Source: an optimization exercise on an open RTL-to-GDS flow (aim: small area). Production flows keep margins and buffers that such runs may drop.
Only simulation tests tie the RTL to the original design; equivalence was not proved.
No driver is modelled on the clock port, so clock power and skew are understated where the tree is cut down; a real chip needs a root buffer or a tree.
Power and IR drop assume default switching activity.

<file path="flow/design.v">
`timescale 1ns / 1ps
module top(
    input clk,
    input btnC,
    input [0:2] sw,
    input btnU,
    output [6:0] seg,
    output [3:0] an,
    output [0:2] led
    );
    reg [2:0] x;
    reg [1:0] m, d;
    reg [5:0] c;
    reg q0, q1, q1d, b, pend;
    reg [3:0] O, T, H;
    wire xfb = x[2] ^ (x[1] | ~x[0]);
    wire x7 = x[2] & ~x[1] & ~x[0];                 
    wire pre = x[2] & ~x[1] & x[0];                 
    wire scantick = x7 & m[1] & m[0];
    wire slowtick = pre & c[0] & c[2] & ~c[3] & ~c[5];
    wire cfb = c[5] ^ ~(c[4] | (c[3] & c[1]));
    wire bn = q0 & ~q1d;
    wire press = slowtick & bn & ~b;
    wire w2 = sw[0], w1 = sw[1], w0 = sw[2];
    wire op_any = w2 ^ w1 ^ w0;
    wire op_q1 = ~(w0 & ~(w2 ^ w1));
    wire op_b = ~(w1 & ~(w2 ^ w0));
    wire apply = scantick & pend;
    wire dec = apply & ~q1 & ~b;
    wire [1:0] k = {q1, b} & {2{apply}};
    wire [4:0] s = {1'b0, O} + {1'b0, dec, dec, dec | k[1], dec | k[0]};
    wire carryO = ~dec & s[3] & (s[2] | s[1]);     
    wire zeroDec = dec & ~s[4];                     
    wire ne = |(T ^ H);
    wire borrowO = zeroDec & ne;
    wire [3:0] On;
    assign On[3] = ~carryO & (zeroDec ? ne : s[3]);
    assign On[2] = ~carryO & ~zeroDec & s[2];
    assign On[1] = carryO ? s[2] : (~zeroDec & s[1]);
    assign On[0] = zeroDec ? ne : s[0];
    wire inc = carryO, dcr = borrowO;
    wire ci = (T[0] & T[3] & inc);
    wire bi = (~T[0] & ~T[1] & ~T[2] & ~T[3] & dcr);
    wire [3:0] Tn;
    assign Tn[0] = (~T[0] & inc) | (~T[0] & dcr) | (T[0] & ~inc & ~dcr);
    assign Tn[1] = (~T[0] & T[1] & ~dcr) | (T[0] & T[1] & ~inc) | (T[0] & ~T[1] & ~T[3] & inc) | (~T[0] & T[3] & dcr) | (~T[0] & ~T[1] & T[2] & dcr);
    assign Tn[2] = (T[2] & ~inc & ~dcr) | (~T[0] & T[2] & inc) | (T[1] & T[2] & dcr) | (T[0] & ~T[1] & T[2]) | (~T[0] & T[3] & dcr) | (T[0] & T[1] & ~T[2] & inc);
    assign Tn[3] = (~T[0] & T[3] & ~dcr) | (T[0] & T[3] & ~inc) | (T[0] & T[1] & T[2] & inc) | (~T[0] & ~T[1] & ~T[2] & ~T[3] & dcr);
    wire [3:0] Hn = H + {bi, bi, bi, ci | bi};
    always @(posedge clk or posedge btnU) begin
        if (btnU) begin
            x <= 3'b000;
            m <= 2'd2;
            d <= 2'd0;
            c <= 6'b001111;
            q0 <= 1'b0;
            q1 <= 1'b0;
            q1d <= 1'b0;
            b <= 1'b1;
            pend <= 1'b0;
            O <= 4'd0;
            T <= 4'd0;
            H <= 4'd0;
        end
        else begin
            x <= {x[1:0], xfb};
            m <= m + {1'b0, x7};
            d <= d + {1'b0, scantick};
            c <= {c[4:0], cfb};
            if (slowtick) begin
                q0 <= btnC;
                q1d <= q1;
                if (press) begin
                    q1 <= op_q1;
                    b <= op_b;
                    pend <= op_any;
                end
                else begin
                    q1 <= q0;
                    b <= bn;
                end
            end
            else if (scantick) begin
                q1 <= q1 | pend;
                b <= pend | (b & q1);
                pend <= 1'b0;
            end
            O <= On;
            T <= Tn;
            H <= Hn;
        end
    end
    wire valid = ~(~pend & ~q1 & b);
    wire [3:0] v = d[1] ? (d[0] ? 4'd0 : H) : (d[0] ? T : O);
    wire blank = d[1] & ~d[0] & H[3] & (H[2] | H[1]);
    wire [6:0] pat;
    assign pat[0] = ~v[3] & ~v[2] & ~v[1] & v[0] | v[2] & ~v[1] & ~v[0];
    assign pat[1] = v[2] & (v[1] ^ v[0]);
    assign pat[2] = ~v[2] & v[1] & ~v[0];
    assign pat[3] = ~v[2] & ~v[1] & v[0] | v[2] & ~v[1] & ~v[0] | v[2] & v[1] & v[0];
    assign pat[4] = v[0] | v[2] & ~v[1];
    assign pat[5] = ~v[3] & ~v[2] & v[0] | ~v[2] & v[1] | v[1] & v[0];
    assign pat[6] = ~v[3] & ~v[2] & ~v[1] | v[2] & v[1] & v[0];
    assign seg = {valid & (blank | pat[6]), {6{blank}} | pat[5:0]};
    assign an = {valid, valid, valid, 1'b1} & ~(4'b0001 << d);
    assign led = sw;
endmodule
</file>
<file path="flow/flow/run.sh">
#!/bin/bash
# Own layout flow: the standard flow, with
#  - synthesis mapped for area: the best of 31 abc mappings (flow/abc_n1.script,
#    and deepsyn with 30 seeds before it),
#    with ripple-carry adders and no half/full-adder cells,
#  - the reset inverter as an inv_2 (flow/post_synth.tcl),
#  - port buffers of the smallest buffer cell,
#  - a smaller clock tree: four clkbuf_4 cells driven by the clock port
#    (CTS without dummy loads, then flow/post_cts.tcl drops its root buffer),
#  - placement that is not timing driven (the design has slack to spare).
# Each tool's output goes to a log file in the work folder.
set -euo pipefail
W=$PWD
R=$W/orfs/results/$FLOW_PLATFORM/top/base

bash standard.sh synth > std_synth.log 2>&1
cp $R/1_2_yosys.v std_1_2_yosys.v
grep -oE "sky130_fd_sc_hd__(df|sdf|edf)[a-z]+_[0-9]+ +[^ ]+" std_1_2_yosys.v \
  | sed -E 's/_[0-9]+ / /' | sort > std_regs.txt

# 2. the same flow with the area synthesis
sed -e "s#SYNTH_SCRIPT=[^ ]*#SYNTH_SCRIPT=$W/flow/my_synth.tcl ADDER_MAP_FILE=#" standard.sh > own.sh
rm -f $R/1_2_yosys.v $R/1_2_yosys.sdc $R/1_synth.odb $R/1_synth.sdc
# abc scripts: the plain area script, and deepsyn with 30 random seeds
mkdir -p $W/abc
cp $W/flow/abc_n1.script $W/abc/
for S in $(seq 1 30); do
  { echo strash; echo "&get -n"; echo "&deepsyn -J 20 -S $S"; echo "&put"
    tail -n +2 $W/flow/abc_n1.script; } > $W/abc/abc_j$S.script
done
export OWN_FLOW_DIR=$W/abc
export POST_SYNTH_TCL=$W/flow/post_synth.tcl
if ! bash own.sh synth > own_synth.log 2>&1; then
  # an abc script failed: map with the plain area script alone
  rm -f $R/1_2_yosys.v $R/1_2_yosys.sdc $R/1_synth.odb $R/1_synth.sdc
  OWN_ABC_GLOB=abc_n1.script bash own.sh synth > own_synth_fallback.log 2>&1
fi
grep -oE "sky130_fd_sc_hd__(df|sdf|edf)[a-z]+_[0-9]+ +[^ ]+" $R/1_2_yosys.v \
  | sed -E 's/_[0-9]+ / /' | sort > own_regs.txt
if ! cmp -s std_regs.txt own_regs.txt; then
  echo "registers differ from the standard synthesis" >&2
  exit 1
fi

# 3. the rest of the standard flow
export GPL_TIMING_DRIVEN=0
export PRE_GLOBAL_PLACE_TCL=$W/flow/pre_place.tcl
export BUFFER_PORTS_ARGS="-buffer_cell sky130_fd_sc_hd__buf_1"
export CTS_ARGS="-sink_clustering_enable -repair_clock_nets -dont_use_dummy_load -buf_list sky130_fd_sc_hd__clkbuf_4 -root_buf sky130_fd_sc_hd__clkbuf_4"
export POST_CTS_TCL=$W/flow/post_cts.tcl
bash own.sh finish > own_finish.log 2>&1
test -s out/final.def
</file>
<file path="flow/flow/abc_n1.script">
strash
dch
amap
mfs2
strash
dch
amap
mfs2
strash
dch
amap
</file>
<file path="flow/flow/my_synth.tcl">
# The standard synthesis (synth_recipe.tcl), except for how abc maps the
# logic: it is mapped once with each script $OWN_FLOW_DIR/abc_*.script (ripple-carry
# adders, no Kogge-Stone) and the mapping with the least cell area is kept.
# Registers are untouched: abc only sees the logic between them.
proc synth {args} { yosys synth -nofsm -noshare {*}$args }
proc abc {args} {
  set pattern abc_*.script
  if {[info exists ::env(OWN_ABC_GLOB)]} { set pattern $::env(OWN_ABC_GLOB) }
  set scripts [lsort [glob $::env(OWN_FLOW_DIR)/$pattern]]
  set i [lsearch -exact $args -script]
  yosys design -save own_pre_abc
  set best_area ""
  set best_script ""
  foreach script $scripts {
    yosys design -load own_pre_abc
    set a [lreplace $args $i [expr {$i + 1}] -script $script]
    if {[catch {yosys abc {*}$a} err]} {
      puts "own abc: [file tail $script] failed: $err"
      continue
    }
    set f $::env(OBJECTS_DIR)/own_abc_stat.txt
    yosys tee -q -o $f stat {*}$::own_lib_args
    set fh [open $f r]
    set txt [read $fh]
    close $fh
    if {![regexp {Chip area for module[^:]*:\s*([0-9.]+)} $txt -> area]} { continue }
    if {[regexp {\$lut|\$_} $txt]} { puts "own abc: $script left unmapped cells"; continue }
    puts "own abc: [file tail $script] area $area"
    if {$best_area eq "" || $area < $best_area} {
      set best_area $area
      set best_script $script
      yosys design -save own_best_abc
    }
  }
  if {$best_area eq ""} { error "no abc script mapped the design" }
  puts "own abc: kept [file tail $best_script] with area $best_area"
  yosys design -load own_best_abc
}
set ::own_lib_args {}
foreach lib $::env(LIB_FILES) { lappend ::own_lib_args -liberty $lib }
# Without this, ORFS maps carry chains with a Kogge-Stone adder (extra-map
# lcu_kogge_stone.v), which is larger than a ripple carry.
set ::env(SYNTH_OPERATIONS_ARGS) "-noshare"
source $::env(SCRIPTS_DIR)/synth.tcl
# left out here: clear keep_hierarchy, flatten, clean up, hide names made inside functions, write 1_2_yosys.v
</file>
<file path="flow/flow/post_cts.tcl">
set block [ord::get_db_block]
set root [$block findInst clkbuf_0_clk]
if {$root == "NULL"} { error "no clock root buffer clkbuf_0_clk" }
set in [[$root findITerm A] getNet]
set out [[$root findITerm X] getNet]
set leaves 0
foreach it [$out getITerms] {
  if {[$it getInst] == $root} continue
  if {![string match "sky130_fd_sc_hd__clkbuf*" [[[$it getInst] getMaster] getName]]} {
    error "the clock root buffer drives more than clock buffers"
  }
  incr leaves
}
if {$leaves > 4} { error "$leaves leaf buffers: too many for the clock port to drive" }
foreach it [$out getITerms] {
  if {[$it getInst] == $root} continue
  $it disconnect
  $it connect $in
}
foreach it [$root getITerms] { if {[$it getNet] != "NULL"} { $it disconnect } }
odb::dbInst_destroy $root
odb::dbNet_destroy $out
detailed_placement
check_placement -verbose
estimate_parasitics -placement
report_clock_skew
</file>
<file path="flow/flow/post_synth.tcl">
# An inverter or buffer of the smallest kind that drives many pins (the
# reset inverter drives every flip-flop) becomes the inv_2/buf_2 of the
# same footprint class, so that repair_design need not buffer its net.
set block [ord::get_db_block]
foreach inst [$block getInsts] {
  set m [[$inst getMaster] getName]
  if {$m ni {sky130_fd_sc_hd__clkinv_1 sky130_fd_sc_hd__inv_1}} continue
  set out [$inst findITerm Y]
  set net [$out getNet]
  if {$net == "NULL"} continue
  if {[llength [$net getITerms]] - 1 < 16} continue
  puts "own: $m [$inst getName] drives [expr {[llength [$net getITerms]] - 1}] pins: now sky130_fd_sc_hd__inv_2"
  $inst swapMaster [[ord::get_db] findMaster sky130_fd_sc_hd__inv_2]
}
</file>
<file path="flow/flow/pre_place.tcl">
# Remove the buffers synthesis put on the pass-through wires (led = sw);
# global_place.tcl then buffers every port, as in the standard flow.
remove_buffers
</file>
<file path="flow/standard.sh">
#!/bin/bash
# synth_recipe.tcl (not shown) runs the flow's synth.tcl, then flattens the netlist and writes it again
# the make line also repeats each setting of config.mk as NAME=value (left out here)
make -C /OpenROAD-flow-scripts/flow DESIGN_CONFIG=/design/flow/config.mk WORK_HOME=/design/flow/orfs CLKGATE_MAP_FILE= SYNTH_SCRIPT=/design/flow/synth_recipe.tcl "${@:-finish}"
</file>
<file path="flow/config.mk">
export PLATFORM = sky130hd
export DESIGN_NAME = top
export DESIGN_NICKNAME = top
export VERILOG_FILES = /design/flow/design.v
export SDC_FILE = /design/flow/constraint.sdc
export NUM_CORES = 4
export LEC_CHECK = 0
export CAP_MARGIN = 20
export CORE_MARGIN = 2
export CORE_UTILIZATION = 40
export SLEW_MARGIN = 20
</file>
<file path="flow/constraint.sdc">
create_clock -name core_clock -period 10.0 [get_ports {clk}]
set_input_delay 2.0000 -clock core_clock [delete_from_list [all_inputs] [get_ports {clk}]]
set_output_delay 2.0000 -clock core_clock [all_outputs]
set_load 0.01 [all_outputs]
</file>
==> metrics.md, run 1 <==
| Metric | Value |
|---|---|
| Lkg Pwr | `0.0006644 uW` |
| Rows | `22` |
| Via density | `between 5 and 6` |
| Share of the synthesized area in the top cell type | `around two fifths` |
| Sequential area share after synthesis | `49.31%` |
| Total Routing Usage GR | `16.03%` |
| Top post-synthesis cells by area | `dfrtp_1 39%, dfstp_2 10%, nor2_1 8.8%` |
| Die X | `66 um` |
| Max Fclk | `roughly 210 MHz` |
| Setup TNS | `0 ns` |
| Num ports | `20` |
| Drc violations | `0` |
| Crit start category | `flip-flop` |
| Chip Height | `66 um` |
| Crit path kind | `flip-flop to output pin` |
| Largest net degree at the start of global routing | `31` |
| Critical path peak fanout | `4` |
| Vias in the first global route | `~1300` |
| EDFF count, synth | `0` |
| Arr. time, crit path | `2.72 ns` |
| Placed cells | `253` |
| Period utilization | `between 40% and 50%` |
| Routed WL per cell | `12.24 um` |
| Synth area leader | `dfrtp_1` |
| Yosys reg bits | `30` |
| DPL Wire Length | `roughly 2400 um` |
| Peak VDD IR | `0.07559 mV` |
| Drt initial violations | `115` |
| Synth-to-Final Area Change | `9.032%` |
| Total congestion overflow | `0` |
| GPL Wtd Cong | `a little under 0.9` |
| Yosys cell types | `28` |
| Synthesized cell area | `roughly 1500 um^2` |
| Max_cap viols | `0` |
| Worst skew pair latency | `0.16 ns` |
| Post-route minimum period | `4.721 ns` |
| Req. time, crit path | `8.00 ns` |
| Clock slew at reported path FFs | `0.10 ns` |
| Syn Nets | `195` |
| Hold Fails Final Rpt | `0` |
| Number of inserted diodes | `0` |
| Synth warnings | `1` |
| Final setup vio count | `0` |
| First-pass GRT wire length | `between 5000 and 6000 um` |
| Top cells by count, synth | `36 x nor2_1, 30 x clkinv_1, 24 x dfrtp_1` |
| Initial Util | `41.69%` |
| Antenna violations before repair | `0` |
| Pwr dens | `110.3 nW/um^2` |
| First-pass detailed-route iteration total | `4` |
| Total Routed Length | `3146 um` |
| Top-count cell post-synth | `nor2_1` |
| Fraction of registers with async set/reset | `100.0%` |
| Worst rel slew slack | `40.93%` |
| Synth Flop Type | `dfrtp_1` |
| Buffers on Ports | `19` |
| Final #Nets | `217` |
| CP endpoint kind | `output pin` |
| Final ANT Viol Nets | `0` |
| Num Clock Sinks | `30` |
| Pins Over Slew Limit | `0` |
| Total number of vias | `1393` |
| Syn Inst Count | `189` |
| Non-Filler Instances | `between 200 and 300` |
| Outcome | `complete, no violations` |
| R2R Setup Slk | `5.94 ns` |
| Least-Margin Pin Slew | `0.8779 ns` |
| Fin Clk Skew | `0.02190 ns` |
| RSZ-0062 raised after global routing | `no` |
| Post-Syn Area per Cell | `8.136 um^2` |
| Die Area | `4356 um^2` |
| Core Area | `3689 um^2` |
| Share of cells above drive strength 1 | `around 5.3%` |
| HP Class | `flip-flop to flip-flop` |
[report_power, final]
group | internal [uW] | switching, uW | total [uW]
logic | 3.47 | 7.51 | 11.0
clock network | 19.1 | 28.8 | 47.9
registers | 124 | 2.22 | 126
[cells in the final DEF, fill, tap and decap left out]
cell type,synthesis,routed
and3_1,1,1
a21oi_1,17,17
a22oi_1,1,1
o31ai_1,2,2
dfrtp_1,24,24
and2_0,1,1
or2_0,3,3
dfstp_2,6,6
nor3_1,4,4
clkbuf_4,0,4
a222oi_1,5,5
a31o_1,1,1
nand4_1,1,1
o32ai_1,2,2
buf_1,0,19
nor2b_1,1,1
a31oi_1,1,1
nor4_1,2,2
inv_2,0,1
o21ai_0,17,17
o21a_1,1,1
o311ai_0,2,2
o221ai_1,1,1
o22ai_1,3,3
nor2_1,36,36
nand3_1,1,1
nand2_1,20,20
clkinv_1,30,29
nor3b_1,1,1
a221oi_1,2,2
[through the flow]
step | cell area, um^2 | worst slack (ns) | hold slack (ns) | util (%) | total power (uW)
final | 1677 | 5.279 | 0.3728 | 45.45 | 184.9
after detailed placement | 1647 | 5.446 | 0.3581 | 44.64 | 139.3
after global placement | 1647 | 5.503 | 0.3572 | 44.64 | 139.1
after global routing | 1677 | 4.928 | 0.3795 | 45.45 | 194.2
after floorplan | 1538 | 5.393 | 0.3540 | - | 136.2
[area by class of cell]
type                            instances  area (um^2)
Fill cell                             376         2012
Sequential cell                        30        758.2
Multi-Input combinational cell        126        644.4
Inverter                               30        112.6
Timing Repair Buffer                   19        71.32
Tap cell                               48        60.06
Clock buffer                            4        30.03
[routing by layer]
metal | global-route usage [%] | part of all wire (%) | vias to the layer above
li1 | - | - | 697
met1 | 20.00 | 46 | 642
met5 | 0 | 0 | -
met4 | 5.102 | 0.60 | 0
met3 | 3.748 | 5.3 | 4
met2 | 27.40 | 48 | 50
[flip-flops by register name, indices dropped and copies added (netlist names)]
register	flops
H	4
O	4
T	4
b	1
c	6
d	2
m	2
pend	1
q0	1
q1	1
q1d	1
x	3
[worst max-delay path, stage by stage, from the launching register on]
cell and delay [ns]:
dfrtp_1 0.41, clkinv_1 0.10, nor2_1 0.07, a222oi_1 0.41
clkinv_1 0.18, or2_0 0.25, o21ai_0 0.24, a31o_1 0.18
o21ai_0 0.10, o21ai_0 0.25, nand2_1 0.08, a21oi_1 0.13
buf_1 0.16
[cell families (layout without fill, tap and decap cells)]
kind of cell / count (synthesis) / in the layout / synth area share, %
and+or+nand+nor: 71 / 71 / 19.45
AOI/OAI and AO/OA: 55 / 55 / 22.46
DFF: 30 / 30 / 49.31
buffers and inverters: 33 / 53 / 8.788
[worst paths after layout]
| path | start | endpoint | cells after the start |
|---|---|---|---|
| worst max register to register | x[1]$_DFF_PP0_ | H[3]$_DFF_PP0_ | 19 |
| worst min register to register | c[2]$_DFF_PP1_ | c[3]$_DFF_PP1_ | 0 |
| worst max-delay path | d[1]$_DFF_PP0_ | seg[6] | 12 |
| max in group asynchronous | btnU | O[1]$_DFF_PP0_ | 2 |
| worst min-delay path | c[2]$_DFF_PP1_ | c[3]$_DFF_PP1_ | 0 |
| min in group asynchronous | btnU | x[0]$_DFF_PP0_ | 2 |
==> inputs of run 2 (changes only) <==
--- a/flow/design.v
+++ b/flow/design.v
@@ -25,7 +25,14 @@
     wire op_any = w2 ^ w1 ^ w0;
-    wire op_q1 = ~(w0 & ~(w2 ^ w1));
-    wire op_b = ~(w1 & ~(w2 ^ w0));
+    wire op_q1 = (~w2 & ~w1 & ~w0) | (~w2 & ~w1 & w0) | (~w2 & w1 & ~w0) | (~w2 & w1 & w0) | (w2 & ~w1 & w0) | (w2 & w1 & ~w0);
+    wire op_b = (~w2 & ~w1 & ~w0) | (~w2 & ~w1 & w0) | (~w2 & w1 & w0) | (w2 & ~w1 & ~w0) | (w2 & ~w1 & w0) | (w2 & w1 & ~w0);
     wire apply = scantick & pend;
-    wire dec = apply & ~q1 & ~b;
-    wire [1:0] k = {q1, b} & {2{apply}};
+    wire dec = apply & (({q1, b}) == 2'd0);
+    reg [1:0] kk;
+    always @(*) case ({q1, b})
+        2'd3: kk = 2'd1;
+        2'd2: kk = 2'd2;
+        2'd1: kk = 2'd3;
+        default: kk = 2'd0;
+    endcase
+    wire [1:0] k = kk & {2{apply}};
     wire [4:0] s = {1'b0, O} + {1'b0, dec, dec, dec | k[1], dec | k[0]};
==> metrics.md, run 2 <==
| Metric | Value |
|---|---|
| Reg area | `758.2 um^2 (unchanged)` |
| Max_cap viols | `0 (unchanged)` |
| Final setup vio count | `0 (unchanged)` |
| Multi-input gate area | `630.6 um^2 (-2.1%)` |
| Total congestion overflow | `0 (unchanged)` |
| Largest register by flop count | `c` |
| Fraction of registers with async set/reset | `100.0% (unchanged)` |
| Yosys cell types | `28 (unchanged)` |
| Rows | `22 (unchanged)` |
| Arr. time, crit path | `2.72 ns (about the same)` |
| Num Clock Sinks | `30 (unchanged)` |
| Highest-count cells in the layout ignoring fill and taps | `30 x nor2_1, 27 x clkinv_1, 24 x dfrtp_1` |
| HP Class | `flip-flop to flip-flop` |
| Vias in the first global route | `1211 (-6.3%)` |
| Yosys reg bits | `30 (unchanged)` |
| Final Util | `45.22% (-0.24 points)` |
| Pins Over Slew Limit | `0 (unchanged)` |
| Share of the synthesized area in the top cell type | `39.60% (+0.55 points)` |
| Die X | `65.57 um (-0.65%)` |
| Dpl ws | `5.523 ns (+0.07729 ns)` |
| Critical path peak fanout | `6 (+2)` |
| Drc violations | `0 (unchanged)` |
| Num ports | `20 (unchanged)` |
| Worst setup margin | `5.284 ns (+0.005310 ns)` |
| Total number of vias | `1332 (-4.4%)` |
| Routed WL per cell | `12.50 um (+2.1%)` |
| Chip Height | `65.57 um (-0.65%)` |
| Buffers on Ports | `19 (unchanged)` |
| Final #Nets | `212 (-2.3%)` |
| Syn Nets | `190 (-2.6%)` |
| Synthesized cell area | `1516 um^2 (-1.4%)` |
| Top cells by count, synth | `30 x nor2_1, 28 x clkinv_1, 24 x dfrtp_1` |
| Post-Syn Area per Cell | `8.242 um^2 (+1.3%)` |
| Setup TNS | `0 ns (unchanged)` |
| Synth warnings | `1 (unchanged)` |
| Clock slew at reported path FFs | `0.10 ns (about the same)` |
| Via density | `5.286 (-2.5%)` |
| Max Fclk | `212.0 MHz (+0.11%)` |
| Sequential area share after synthesis | `50.00% (+0.69 points)` |
| Largest register FFs | `6 (unchanged)` |
| Crit path kind | `flip-flop to output pin` |
| Antenna violations before repair | `0 (unchanged)` |
| Number of inserted diodes | `0 (unchanged)` |
| Layout filler cell count | `363 (-3.5%)` |
| Req. time, crit path | `8.00 ns (about the same)` |
| GPL Wtd Cong | `0.8846 (-1.2%)` |
| Hold Fails Final Rpt | `0 (unchanged)` |
| Total Routing Usage GR | `16.67% (+0.63 points)` |
| Pwr dens | `106.6 nW/um^2 (-3.3%)` |
| Synth area leader | `dfrtp_1` |
| EDFF count, synth | `0 (unchanged)` |
| Lkg Pwr | `0.0006644 uW (about the same)` |
| Syn Inst Count | `184 (-2.6%)` |
| Initial Util | `41.42% (-0.27 points)` |
| Crit start category | `flip-flop` |
| First-pass GRT wire length | `5430 um (+0.26%)` |
| Synth Flop Type | `dfrtp_1` |
| Share of cells above drive strength 1 | `5.392% (+0.13 points)` |
| Hold Slack | `0.3726 ns (-0.0001710 ns)` |
| First-pass detailed-route iteration total | `5 (+1)` |
| Largest net degree at the start of global routing | `31 (unchanged)` |
| Final ANT Viol Nets | `0 (unchanged)` |
| Total power | `176.5 uW (-4.6%)` |
| Synth-to-Final Area Change | `9.159%` |
| Total Routed Length | `3151 um (+0.16%)` |
| Peak VDD IR | `0.06015 mV (-20%)` |
| Drt initial violations | `116 (+0.87%)` |
| Most common cell after layout, fill and taps aside | `nor2_1` |
| R2R Setup Slk | `5.94 ns (about the same)` |
| Post-route minimum period | `4.716 ns (-0.005310 ns)` |
| Worst skew pair latency | `0.16 ns (about the same)` |
| DPL Wire Length | `2415 um (-0.99%)` |
| Core Area | `3661 um^2 (-0.75%)` |
| Outcome | `complete, no violations` |
| Period utilization | `47.16% (-0.053 points)` |
| Top post-synthesis cells by area | `dfrtp_1 40%, dfstp_2 10%, nor2_1 7.4%` |
| RSZ-0062 raised after global routing | `no` |
| Least-Margin Pin Slew | `0.8568 ns (-0.02110 ns)` |
| CP endpoint kind | `output pin` |
| Worst rel slew slack | `42.35% (+1.4 points)` |
| Die Area | `4299 um^2 (-1.3%)` |
| Top-count cell post-synth | `nor2_1` |
| Fin Clk Skew | `0.02525 ns (+0.003349 ns)` |
## run 2: cell types whose count changed after synthesis, sizes merged, moves of 3 or more
cell   before  now
o22ai       3    7
a21oi      17   11
or2         3    0
nor2       36   30
nand3       1    4
a31oi       1    5
## run 2: stage by stage
stage                     cell area (um^2)  std cells
after floorplan                       1516        184
after global placement                1625        248
after detailed placement              1625        248
after global routing                  1655        252
final                                 1655        252
## run 2: cell families (layout without fill, tap and decap cells)
| family | count (synthesis) | after routing | share of synthesized area (%) |
|---|---|---|---|
| flops | 30 | 30 | 50.00 |
| simple gates | 67 | 67 | 18.81 |
| buf+inv | 31 | 51 | 8.416 |
| compound gates | 56 | 56 | 22.77 |
## run 2: final timing paths
check | start | to | cells past startpoint
min in group asynchronous | btnU | x[2]$_DFF_PP0_ | 2
setup reg to reg | x[1]$_DFF_PP0_ | H[3]$_DFF_PP0_ | 20
hold reg to reg | c[0]$_DFF_PP1_ | c[1]$_DFF_PP1_ | 0
hold / removal | c[0]$_DFF_PP1_ | c[1]$_DFF_PP1_ | 0
setup / recovery | d[1]$_DFF_PP0_ | seg[1] | 12
max in group asynchronous | btnU | d[0]$_DFF_PP0_ | 2
## run 2: worst max-delay path, cell delays in order, from the launching register on
cell	delay, ns
dfrtp_1	0.42
clkinv_1	0.07
nor2_1	0.10
a222oi_1	0.66
nand2_1	0.20
nand3_1	0.17
clkinv_1	0.09
a31oi_1	0.22
nand2_1	0.07
nor2_1	0.14
clkinv_1	0.10
o21ai_0	0.16
buf_1	0.17
## run 2: layout make-up
cell class	instances	share of cell area [%]
Timing Repair Buffer	19	4.308
Clock buffer	4	1.814
Sequential cell	30	45.80
Multi-Input combinational cell	123	38.10
Inverter	28	6.349
Tap cell	48	3.628
## run 2: report_power, final
group	internal [uW]	switching, uW
Sequential	122	0.128
Clock	19.1	30.1
Combinational	1.35	4.18
Total	142	34.5
## run 2: routing by layer
metal,share of wire (%),track usage (%),vias up
li1,-,-,690
met1,48,20.97,599
met2,46,27.55,40
met3,5.3,5.137,3
met4,0.86,4.948,0
met5,0,0,-

==> what the ideal ports hide <==
In the flow no input, the clock included, has a driving cell. The finished layouts below were timed again as built, in two steps. Step 1 assumes that a clkbuf_16 drives the clock port and a buf_2 every other input. Step 2 moves the port delays by t, midway between the first and last clock arrival at a register: inputs arrive t later, outputs are due t later. That takes back most of the time a late clock gives input paths. Slacks: no drivers / after step 1 / after step 2; pairs: no drivers / after step 1.
run	shift t [ns]	slack for setup (ns)	hold slack, ns	slew at the worst register clock pin (ns)	pins driven straight from the clock port
run 1	0.186	5.279 / 5.239 / 5.425	0.373 / 0.373 / 0.373	0.10 / 0.10	4
run 2	0.194	5.284 / 5.239 / 5.433	0.373 / 0.373 / 0.373	0.10 / 0.10	4
After both steps setup and hold are still met in every run listed.
